This design comes from an exercise in tuning for small area and a short achievable clock period on the open sky130 flow, not from production work. Where RTL was checked, it was by simulation tests only, not by an equivalence proof against the original.

== alpha ==
## HarmonicMean
module HarmonicMean (
    input wire clk,
    input wire reset,
    input wire [15:0] data1,
    input wire [15:0] data2,
    input wire [15:0] data3,
    input wire [15:0] data4,
    input wire data_valid1,
    input wire data_valid2,
    input wire data_valid3,
    input wire data_valid4,
    output wire [15:0] harmonic_mean,
    output reg data_ready
);
==> module HarmonicMean, before the edit <==
module HarmonicMean (
    input wire clk,
    input wire reset,
    input wire [15:0] data1,
    input wire [15:0] data2,
    input wire [15:0] data3,
    input wire [15:0] data4,
    input wire data_valid1,
    input wire data_valid2,
    input wire data_valid3,
    input wire data_valid4,
    output wire [15:0] harmonic_mean,
    output reg data_ready
);
wire [15:0] p12, p34, hm_num, hm_den;
hm_mul16lo u_m12 (.a(data1), .b(data2), .p(p12));
hm_mul16lo u_m34 (.a(data3), .b(data4), .p(p34));
hm_mul16lo u_mn (.a(p12), .b(p34), .p(hm_num));
hm_sum4 u_sum (.a(data1), .b(data2), .c(data3), .d(data4), .s(hm_den));
wire all_valid = data_valid1 & data_valid2 & data_valid3 & data_valid4;
wire [15:13] qa;
wire [15:0] a_r15;
hm_divrow #(.I(15)) u_a_row15 (.r(hm_num), .d(hm_den), .q(qa[15]), .rn(a_r15));
wire [15:0] a_r14;
hm_divrow #(.I(14)) u_a_row14 (.r(a_r15), .d(hm_den), .q(qa[14]), .rn(a_r14));
wire [15:0] a_r13;
hm_divrow #(.I(13)) u_a_row13 (.r(a_r14), .d(hm_den), .q(qa[13]), .rn(a_r13));
reg [15:0] rem_q;
reg [15:0] den_q;
reg [15:13] qhi_q;
always @(posedge clk or posedge reset) begin
    if (reset) begin
        rem_q <= 16'd0;
        den_q <= 16'd1;
        qhi_q <= 0;
        data_ready <= 1'b0;
    end else begin
        if (all_valid) begin
            rem_q <= a_r13;
            den_q <= hm_den;
            qhi_q <= qa;
        end
        data_ready <= all_valid;
    end
end
wire [12:0] qb;
wire [15:0] b_r12;
hm_divrow #(.I(12)) u_b_row12 (.r(rem_q), .d(den_q), .q(qb[12]), .rn(b_r12));
wire [15:0] b_r11;
hm_divrow #(.I(11)) u_b_row11 (.r(b_r12), .d(den_q), .q(qb[11]), .rn(b_r11));
wire [15:0] b_r10;
hm_divrow #(.I(10)) u_b_row10 (.r(b_r11), .d(den_q), .q(qb[10]), .rn(b_r10));
wire [15:0] b_r9;
hm_divrow #(.I(9)) u_b_row9 (.r(b_r10), .d(den_q), .q(qb[9]), .rn(b_r9));
wire [15:0] b_r8;
hm_divrow #(.I(8)) u_b_row8 (.r(b_r9), .d(den_q), .q(qb[8]), .rn(b_r8));
wire [15:0] b_r7;
hm_divrow #(.I(7)) u_b_row7 (.r(b_r8), .d(den_q), .q(qb[7]), .rn(b_r7));
wire [15:0] b_r6;
hm_divrow #(.I(6)) u_b_row6 (.r(b_r7), .d(den_q), .q(qb[6]), .rn(b_r6));
wire [15:0] b_r5;
hm_divrow #(.I(5)) u_b_row5 (.r(b_r6), .d(den_q), .q(qb[5]), .rn(b_r5));
wire [15:0] b_r4;
hm_divrow #(.I(4)) u_b_row4 (.r(b_r5), .d(den_q), .q(qb[4]), .rn(b_r4));
wire [15:0] b_r3;
hm_divrow #(.I(3)) u_b_row3 (.r(b_r4), .d(den_q), .q(qb[3]), .rn(b_r3));
wire [15:0] b_r2;
hm_divrow #(.I(2)) u_b_row2 (.r(b_r3), .d(den_q), .q(qb[2]), .rn(b_r2));
wire [15:0] b_r1;
hm_divrow #(.I(1)) u_b_row1 (.r(b_r2), .d(den_q), .q(qb[1]), .rn(b_r1));
wire [15:0] b_r0;
hm_divrow #(.I(0)) u_b_row0 (.r(b_r1), .d(den_q), .q(qb[0]), .rn(b_r0));
assign harmonic_mean = {qhi_q, qb};
endmodule
==> flow/config.mk <==
export PLATFORM = sky130hd
export DESIGN_NAME = HarmonicMean
export DESIGN_NICKNAME = HarmonicMean
export VERILOG_FILES = /design/flow/design.v
export SDC_FILE = /design/flow/constraint.sdc
export NUM_CORES = 4
export LEC_CHECK = 0
export ABC_AREA = 1
export CAP_MARGIN = 20
export CORE_MARGIN = 2
export CORE_UTILIZATION = 40
export SLEW_MARGIN = 20
==> flow/constraint.sdc <==
create_clock -name core_clock -period 56.0 [get_ports {clk}]
set_input_delay 11.2000 -clock core_clock [delete_from_list [all_inputs] [get_ports {clk}]]
set_output_delay 11.2000 -clock core_clock [all_outputs]
set_load 0.01 [all_outputs]
standard.sh (not shown) runs the stock make flow with config.mk's settings and CLKGATE_MAP_FILE= SYNTH_SCRIPT=/design/flow/synth_recipe.tcl, a recipe that flattens the netlist after the stock synthesis.
==> flow/flow/run.sh <==
#!/bin/bash
# Standard synthesis, then full-adder polarity clean-up on its netlist, then the
# standard layout from that netlist. Each tool's output goes to its own log here.
set -euo pipefail
R=orfs/results/$FLOW_PLATFORM/HarmonicMean/base
bash standard.sh synth > synth.log 2>&1
cp $R/1_2_yosys.v 1_2_yosys.standard.v
python3 flow/fapol.py 1_2_yosys.standard.v $R/1_2_yosys.v > fapol.log 2>&1
bash standard.sh finish SETUP_SLACK_MARGIN=30 "BUFFER_PORTS_ARGS=-buffer_cell sky130_fd_sc_hd__buf_2" > layout.log 2>&1
Other scripts of this flow, unchanged in this note and not shown: flow/flow/fapol.py
Modified inputs, beta compared to alpha
diff --git a/flow/design.v b/flow/design.v
--- a/flow/design.v
+++ b/flow/design.v
@@ -18,16 +18,22 @@
 hm_mul16lo u_mn (.a(p12), .b(p34), .p(hm_num));
 hm_sum4 u_sum (.a(data1), .b(data2), .c(data3), .d(data4), .s(hm_den));
 wire all_valid = data_valid1 & data_valid2 & data_valid3 & data_valid4;
-wire [15:13] qa;
+wire [15:10] qa;
 wire [15:0] a_r15;
 hm_divrow #(.I(15)) u_a_row15 (.r(hm_num), .d(hm_den), .q(qa[15]), .rn(a_r15));
 wire [15:0] a_r14;
 hm_divrow #(.I(14)) u_a_row14 (.r(a_r15), .d(hm_den), .q(qa[14]), .rn(a_r14));
 wire [15:0] a_r13;
 hm_divrow #(.I(13)) u_a_row13 (.r(a_r14), .d(hm_den), .q(qa[13]), .rn(a_r13));
+wire [15:0] a_r12;
+hm_divrow #(.I(12)) u_a_row12 (.r(a_r13), .d(hm_den), .q(qa[12]), .rn(a_r12));
+wire [15:0] a_r11;
+hm_divrow #(.I(11)) u_a_row11 (.r(a_r12), .d(hm_den), .q(qa[11]), .rn(a_r11));
+wire [15:0] a_r10;
+hm_divrow #(.I(10)) u_a_row10 (.r(a_r11), .d(hm_den), .q(qa[10]), .rn(a_r10));
 reg [15:0] rem_q;
 reg [15:0] den_q;
-reg [15:13] qhi_q;
+reg [15:10] qhi_q;
 always @(posedge clk or posedge reset) begin
     if (reset) begin
         rem_q <= 16'd0;
@@ -36,22 +42,16 @@
         data_ready <= 1'b0;
     end else begin
         if (all_valid) begin
-            rem_q <= a_r13;
+            rem_q <= a_r10;
             den_q <= hm_den;
             qhi_q <= qa;
         end
         data_ready <= all_valid;
     end
 end
-wire [12:0] qb;
-wire [15:0] b_r12;
-hm_divrow #(.I(12)) u_b_row12 (.r(rem_q), .d(den_q), .q(qb[12]), .rn(b_r12));
-wire [15:0] b_r11;
-hm_divrow #(.I(11)) u_b_row11 (.r(b_r12), .d(den_q), .q(qb[11]), .rn(b_r11));
-wire [15:0] b_r10;
-hm_divrow #(.I(10)) u_b_row10 (.r(b_r11), .d(den_q), .q(qb[10]), .rn(b_r10));
+wire [9:0] qb;
 wire [15:0] b_r9;
-hm_divrow #(.I(9)) u_b_row9 (.r(b_r10), .d(den_q), .q(qb[9]), .rn(b_r9));
+hm_divrow #(.I(9)) u_b_row9 (.r(rem_q), .d(den_q), .q(qb[9]), .rn(b_r9));
 wire [15:0] b_r8;
 hm_divrow #(.I(8)) u_b_row8 (.r(b_r9), .d(den_q), .q(qb[8]), .rn(b_r8));
 wire [15:0] b_r7;
[summary]
beta has first-iteration DRC count below what alpha had. beta reports a lower sum of buffers and inverters on the critical path than alpha does. Compared with alpha, beta shows post-placement setup slack higher by 0.066 ns. beta — setup slack 0.18 ns lower, alpha as reference. Cell total after placement shrinks slightly when moving from alpha to beta. beta can be clocked slower than alpha. In beta, the proportion of cell area occupied by multi-input gates came out 0.88 points above the value in alpha. For the worst hold margin, beta came in 0.041 ns lower than alpha did. beta ends up with lower wire length than alpha does. On beta: non-clock buffer count is 14 lower than what alpha gave. On amount of wire on met2 after detailed routing: beta sits above alpha. Utilization alpha -> beta: down.
Function was not checked in any run of this note: the RTL went through the layout flow alone.

* * *

## branch zinc
Another version of the RTL of HarmonicMean (not shown whole).
For scale: ~3000 cells after synthesis, ~87 I/O pins, about 20000 um^2 of cells after synthesis.
==> module HarmonicMean, before the edit <==
module HarmonicMean (
    input wire clk,
    input wire reset,
    input wire [15:0] data1,
    input wire [15:0] data2,
    input wire [15:0] data3,
    input wire [15:0] data4,
    input wire data_valid1,
    input wire data_valid2,
    input wire data_valid3,
    input wire data_valid4,
    output wire [15:0] harmonic_mean,
    output reg data_ready
);
wire [15:0] p12, p34, hm_num, hm_den;
hm_mul16lo u_m12 (.a(data1), .b(data2), .p(p12));
hm_mul16lo u_m34 (.a(data3), .b(data4), .p(p34));
hm_mul16lo u_mn (.a(p12), .b(p34), .p(hm_num));
hm_sum4 u_sum (.a(data1), .b(data2), .c(data3), .d(data4), .s(hm_den));
wire all_valid = data_valid1 & data_valid2 & data_valid3 & data_valid4;
wire [15:11] qa;
wire [15:0] a_r15;
hm_divrow #(.I(15)) u_a_row15 (.r(hm_num), .d(hm_den), .q(qa[15]), .rn(a_r15));
wire [15:0] a_r14;
hm_divrow #(.I(14)) u_a_row14 (.r(a_r15), .d(hm_den), .q(qa[14]), .rn(a_r14));
wire [15:0] a_r13;
hm_divrow #(.I(13)) u_a_row13 (.r(a_r14), .d(hm_den), .q(qa[13]), .rn(a_r13));
wire [15:0] a_r12;
hm_divrow #(.I(12)) u_a_row12 (.r(a_r13), .d(hm_den), .q(qa[12]), .rn(a_r12));
wire [15:0] a_r11;
hm_divrow #(.I(11)) u_a_row11 (.r(a_r12), .d(hm_den), .q(qa[11]), .rn(a_r11));
reg [15:0] rem_q;
reg [15:0] den_q;
reg [15:11] qhi_q;
always @(posedge clk or posedge reset) begin
    if (reset) begin
        rem_q <= 16'd0;
        den_q <= 16'd1;
        qhi_q <= 0;
        data_ready <= 1'b0;
    end else begin
        if (all_valid) begin
            rem_q <= a_r11;
            den_q <= hm_den;
            qhi_q <= qa;
        end
        data_ready <= all_valid;
    end
end
wire [10:0] qb;
wire [15:0] b_r10;
hm_divrow #(.I(10)) u_b_row10 (.r(rem_q), .d(den_q), .q(qb[10]), .rn(b_r10));
wire [15:0] b_r9;
hm_divrow #(.I(9)) u_b_row9 (.r(b_r10), .d(den_q), .q(qb[9]), .rn(b_r9));
wire [15:0] b_r8;
hm_divrow #(.I(8)) u_b_row8 (.r(b_r9), .d(den_q), .q(qb[8]), .rn(b_r8));
wire [15:0] b_r7;
hm_divrow #(.I(7)) u_b_row7 (.r(b_r8), .d(den_q), .q(qb[7]), .rn(b_r7));
wire [15:0] b_r6;
hm_divrow #(.I(6)) u_b_row6 (.r(b_r7), .d(den_q), .q(qb[6]), .rn(b_r6));
wire [15:0] b_r5;
hm_divrow #(.I(5)) u_b_row5 (.r(b_r6), .d(den_q), .q(qb[5]), .rn(b_r5));
wire [15:0] b_r4;
hm_divrow #(.I(4)) u_b_row4 (.r(b_r5), .d(den_q), .q(qb[4]), .rn(b_r4));
wire [15:0] b_r3;
hm_divrow #(.I(3)) u_b_row3 (.r(b_r4), .d(den_q), .q(qb[3]), .rn(b_r3));
wire [15:0] b_r2;
hm_divrow #(.I(2)) u_b_row2 (.r(b_r3), .d(den_q), .q(qb[2]), .rn(b_r2));
wire [15:0] b_r1;
hm_divrow #(.I(1)) u_b_row1 (.r(b_r2), .d(den_q), .q(qb[1]), .rn(b_r1));
wire [15:0] b_r0;
hm_divrow #(.I(0)) u_b_row0 (.r(b_r1), .d(den_q), .q(qb[0]), .rn(b_r0));
assign harmonic_mean = {qhi_q, qb};
endmodule
export LEC_CHECK = 0
export ABC_AREA = 1
export CAP_MARGIN = 20
export CORE_MARGIN = 2
export CORE_UTILIZATION = 40
export SLEW_MARGIN = 20
create_clock -name core_clock -period 56.0 [get_ports {clk}]
Scripts as last shown in full above: flow/flow/run.sh
Other scripts of this flow, unchanged in this note and not shown: flow/flow/fapol.py
Here is what was changed in the inputs of branch lagoon compared with branch zinc.
--- a/flow/design.v
+++ b/flow/design.v
@@ -18,7 +18,7 @@
 hm_mul16lo u_mn (.a(p12), .b(p34), .p(hm_num));
 hm_sum4 u_sum (.a(data1), .b(data2), .c(data3), .d(data4), .s(hm_den));
 wire all_valid = data_valid1 & data_valid2 & data_valid3 & data_valid4;
-wire [15:11] qa;
+wire [15:9] qa;
 wire [15:0] a_r15;
 hm_divrow #(.I(15)) u_a_row15 (.r(hm_num), .d(hm_den), .q(qa[15]), .rn(a_r15));
 wire [15:0] a_r14;
@@ -29,9 +29,13 @@
 hm_divrow #(.I(12)) u_a_row12 (.r(a_r13), .d(hm_den), .q(qa[12]), .rn(a_r12));
 wire [15:0] a_r11;
 hm_divrow #(.I(11)) u_a_row11 (.r(a_r12), .d(hm_den), .q(qa[11]), .rn(a_r11));
+wire [15:0] a_r10;
+hm_divrow #(.I(10)) u_a_row10 (.r(a_r11), .d(hm_den), .q(qa[10]), .rn(a_r10));
+wire [15:0] a_r9;
+hm_divrow #(.I(9)) u_a_row9 (.r(a_r10), .d(hm_den), .q(qa[9]), .rn(a_r9));
 reg [15:0] rem_q;
 reg [15:0] den_q;
-reg [15:11] qhi_q;
+reg [15:9] qhi_q;
 always @(posedge clk or posedge reset) begin
     if (reset) begin
         rem_q <= 16'd0;
@@ -40,20 +44,16 @@
         data_ready <= 1'b0;
     end else begin
         if (all_valid) begin
-            rem_q <= a_r11;
+            rem_q <= a_r9;
             den_q <= hm_den;
             qhi_q <= qa;
         end
         data_ready <= all_valid;
     end
 end
-wire [10:0] qb;
-wire [15:0] b_r10;
-hm_divrow #(.I(10)) u_b_row10 (.r(rem_q), .d(den_q), .q(qb[10]), .rn(b_r10));
-wire [15:0] b_r9;
-hm_divrow #(.I(9)) u_b_row9 (.r(b_r10), .d(den_q), .q(qb[9]), .rn(b_r9));
+wire [8:0] qb;
 wire [15:0] b_r8;
-hm_divrow #(.I(8)) u_b_row8 (.r(b_r9), .d(den_q), .q(qb[8]), .rn(b_r8));
+hm_divrow #(.I(8)) u_b_row8 (.r(rem_q), .d(den_q), .q(qb[8]), .rn(b_r8));
 wire [15:0] b_r7;
 hm_divrow #(.I(7)) u_b_row7 (.r(b_r8), .d(den_q), .q(qb[7]), .rn(b_r7));
 wire [15:0] b_r6;
From branch zinc to branch lagoon the numbers moved as follows: setup slack after layout moved down; placed instance count moved up. Summary of branch lagoon over branch zinc: layout filler cell count now sits higher, number of clock buffers in the layout decreased by 2 relative to the old numbers, global-route usage saw little to no change, share of the final layout cell area in multi-input gates down 0.82 points. Between branch zinc and branch lagoon, the difference in die area is negligible.
No functional check of the RTL was part of branch lagoon.

separate check: timing with driven ports:
Ports are ideal in the flow. The routed layouts listed here were re-timed in OpenROAD. Step 1 assumes that a clkbuf_16 drives the clock port and a buf_2 every other input. Step 2 also shifts input and output timing later by t, the mid clock arrival at the registers, as if the neighbouring blocks saw the same clock. a / b / c = ideal ports / drivers / drivers and shift; a / b = the first two.
run	t (ns)	slack for setup (ns)	worst hold slack (ns)	worst setup path at the end	worst register clock-pin slew, ns
alpha	0.319	31.396 / 31.353 / 31.672	0.535 / 0.535 / 0.535	register to output	0.06 / 0.06
beta	0.336	31.216 / 31.243 / 30.907	0.494 / 0.494 / 0.494	input to register	0.07 / 0.07
branch zinc	0.329	31.605 / 31.558 / 31.887	0.540 / 0.540 / 0.540	register to output	0.06 / 0.06
branch lagoon	0.321	31.190 / 31.207 / 30.886	0.481 / 0.481 / 0.481	input to register	0.07 / 0.07
After both steps setup and hold are still met in every run listed. For beta, which loses most, drivers alone change the setup slack by +0.027 ns; drivers and shift together by -0.309 ns.
